This is an optimization exercise on Yosys and OpenROAD, whose aim is small area and few clock cycles, not a production implementation. In this exercise RTL edits were held to simulation tests only and were not proved equivalent to the original. Power and IR drop assume default switching activity.

## the previous run
==> flow/design.v <==
module bluetree4(
  input          CLK,
  input          RST_N,
  input  [197:0] p0_req,
  input          p0_req_en,
  output         p0_req_rdy,
  output [174:0] p0_resp,
  output         p0_resp_valid,
  input  [197:0] p1_req,
  input          p1_req_en,
  output         p1_req_rdy,
  output [174:0] p1_resp,
  output         p1_resp_valid,
  input  [197:0] p2_req,
  input          p2_req_en,
  output         p2_req_rdy,
  output [174:0] p2_resp,
  output         p2_resp_valid,
  input  [197:0] p3_req,
  input          p3_req_en,
  output         p3_req_rdy,
  output [174:0] p3_resp,
  output         p3_resp_valid,
  output [197:0] mem_req,
  output         mem_req_valid,
  input          mem_req_deq,
  input  [174:0] mem_resp,
  input          mem_resp_en
);
  reg [197:0] slot0, slot1, slot2, slot3;
  reg [3:0]   full;       
  reg [3:0]   sel;        
  reg         out_v;      
  wire [3:0] en = {p3_req_en, p2_req_en, p1_req_en, p0_req_en};
  always @(posedge CLK) begin
    if (!full[0]) slot0 <= p0_req;
    if (!full[1]) slot1 <= p1_req;
    if (!full[2]) slot2 <= p2_req;
    if (!full[3]) slot3 <= p3_req;
  end
  wire       taken  = out_v & mem_req_deq;
  wire [3:0] full_n = (full & ~(sel & {4{taken}})) | en;
  wire       hold   = out_v & ~mem_req_deq;
  reg [2:0] d0, d1, d2, d3;
  wire [2:0] dd [0:3];
  assign dd[0] = d0; assign dd[1] = d1; assign dd[2] = d2; assign dd[3] = d3;
  reg  [3:0] pick;
  integer i, j;
  always @(*) begin
    for (i = 0; i < 4; i = i + 1) begin
      pick[i] = full_n[i];
      for (j = 0; j < 4; j = j + 1)
        if (j < i && full_n[j] && !(dd[i] <  dd[j])) pick[i] = 1'b0;
        else if (j > i && full_n[j] && !(dd[i] <= dd[j])) pick[i] = 1'b0;
    end
  end
  wire [3:0] served = sel & {4{taken}};
  wire       at_max = |(served & {d3 == 3'd7, d2 == 3'd7, d1 == 3'd7, d0 == 3'd7});
  wire [2:0] u0 = served[0] ? (at_max ? d0 : d0 + 3'd1) : (at_max && d0 != 3'd0) ? d0 - 3'd1 : d0;
  wire [2:0] u1 = served[1] ? (at_max ? d1 : d1 + 3'd1) : (at_max && d1 != 3'd0) ? d1 - 3'd1 : d1;
  wire [2:0] u2 = served[2] ? (at_max ? d2 : d2 + 3'd1) : (at_max && d2 != 3'd0) ? d2 - 3'd1 : d2;
  wire [2:0] u3 = served[3] ? (at_max ? d3 : d3 + 3'd1) : (at_max && d3 != 3'd0) ? d3 - 3'd1 : d3;
  wire       all_nz = (u0 != 3'd0) && (u1 != 3'd0) && (u2 != 3'd0) && (u3 != 3'd0);
  always @(posedge CLK) begin
    if (!RST_N) begin
      full  <= 4'b0000;
      out_v <= 1'b0;
      sel   <= 4'b0000;
      d0 <= 3'd0; d1 <= 3'd0; d2 <= 3'd0; d3 <= 3'd0;
    end else begin
      full <= full_n;
      if (!hold) begin
        sel   <= pick;
        out_v <= |full_n;
      end
      d0 <= all_nz ? u0 - 3'd1 : u0;
      d1 <= all_nz ? u1 - 3'd1 : u1;
      d2 <= all_nz ? u2 - 3'd1 : u2;
      d3 <= all_nz ? u3 - 3'd1 : u3;
    end
  end
  assign p0_req_rdy = ~full[0];
  assign p1_req_rdy = ~full[1];
  assign p2_req_rdy = ~full[2];
  assign p3_req_rdy = ~full[3];
  wire [197:0] m = ({198{sel[0]}} & slot0) | ({198{sel[1]}} & slot1) |
                   ({198{sel[2]}} & slot2) | ({198{sel[3]}} & slot3);
  wire       pb0 = sel[1] | sel[3];
  wire       pb1 = sel[2] | sel[3];
  wire [7:0] id  = m[15:8];
  wire       bc  = (&id[6:0]) & (id[7] | pb0);
  assign mem_req       = {m[197:16], bc ? 8'hFF : {id[5:0], pb0, pb1}, m[7:0]};
  assign mem_req_valid = out_v;
  reg [174:0] rsp;
  reg [3:0]   rv;
  wire [7:0] rid  = mem_resp[7:0];
  wire       rbc  = &rid;
  wire [1:0] rdst = {rid[0], rid[1]};    
  always @(posedge CLK) begin
    rsp <= {mem_resp[174:8], rbc ? 8'hFF : {2'b00, rid[7:2]}};
    if (!RST_N) rv <= 4'b0000;
    else if (!mem_resp_en) rv <= 4'b0000;
    else if (rbc) rv <= 4'b1111;
    else rv <= 4'b0001 << rdst;
  end
  assign p0_resp = rsp;
  assign p1_resp = rsp;
  assign p2_resp = rsp;
  assign p3_resp = rsp;
  assign {p3_resp_valid, p2_resp_valid, p1_resp_valid, p0_resp_valid} = rv;
endmodule
==> flow/config.mk <==
export PLATFORM = sky130hd
export DESIGN_NAME = bluetree4
export DESIGN_NICKNAME = bluetree4
export VERILOG_FILES = /design/flow/design.v
export SDC_FILE = /design/flow/constraint.sdc
export NUM_CORES = 4
export LEC_CHECK = 0
export CAP_MARGIN = 20
export CORE_AREA = 10 10 530 530
export CTS_CLUSTER_DIAMETER = 70
export CTS_CLUSTER_SIZE = 26
export DIE_AREA = 0 0 540 540
export SLEW_MARGIN = 20
==> flow/constraint.sdc <==
create_clock -name core_clock -period 5.0 [get_ports {CLK}]
set_input_delay 1.0000 -clock core_clock [delete_from_list [all_inputs] [get_ports {CLK}]]
set_output_delay 1.0000 -clock core_clock [all_outputs]
set_load 0.01 [all_outputs]
standard.sh (not shown) runs the stock make flow with config.mk's settings and CLKGATE_MAP_FILE= SYNTH_SCRIPT=/design/flow/synth_recipe.tcl, a recipe that flattens the netlist after the stock synthesis.
==> flow/flow/run.sh <==
#!/bin/bash
# The standard layout, with the port buffers that global placement inserts
# made the smallest buffer (buf_1) instead of the one buffer_ports picks.
set -euo pipefail
export BUFFER_PORTS_ARGS="-buffer_cell sky130_fd_sc_hd__buf_1"
bash standard.sh finish > standard_flow.log 2>&1
Testbench counts of the previous run, summed over its fixed seeds: cycles 5,279.
Input-level comparison between the current run and the previous run:
Settings: changing CTS_CLUSTER_SIZE from 26 to 20; changing CTS_CLUSTER_DIAMETER from 70 to 100.
- Reported for the previous run and the current run, synthesized area turned out identical to the last digit.
- Looking only at synthesis-to-layout area growth, and setting everything else aside, the lower value of the previous run and the current run goes to the current run.
- Cell-internal power is higher on the previous run
- On first-pass GRT wire length, the previous run tracks the current run almost exactly.
- The current run vs. the previous run: post-layout instance count excluding filler cells went down by about 0.64%.
- [compare] base=the previous run new=the current run: power down 9.1%; post-route clock period utilization saw a decrease; leakage component of the power went down; post-route cell area fell by about 2.3%; clock share of power lower.
- Re setup slack: the current run is 110 ps up on the previous run.

## what the ideal ports hide
How much do the figures lean on ideal ports? The routed layouts below were timed once more, with nothing changed but the port constraints. Step 1 (the two cells are an assumption about what drives the block):
set clk [get_ports {CLK}]
set_driving_cell -lib_cell sky130_fd_sc_hd__clkbuf_16 $clk
set_driving_cell -lib_cell sky130_fd_sc_hd__buf_2 [delete_from_list [all_inputs] $clk]
Step 2 also shifts input and output timing later by t, the mid clock arrival at the registers, as if the neighbouring blocks saw the same clock. a / b / c = ideal ports / drivers / drivers and shift; a / b = the first two.
run	t (ns)	setup WS [ns]	hold slack, ns	worst setup path after step 2
the previous run	0.915	0.624 / 0.524 / 1.276	0.249 / 0.196 / 0.668	input to register
the current run	0.829	0.733 / 0.630 / 1.259	0.335 / 0.279 / 0.665	input to register
After both steps setup and hold are still met in every run listed.
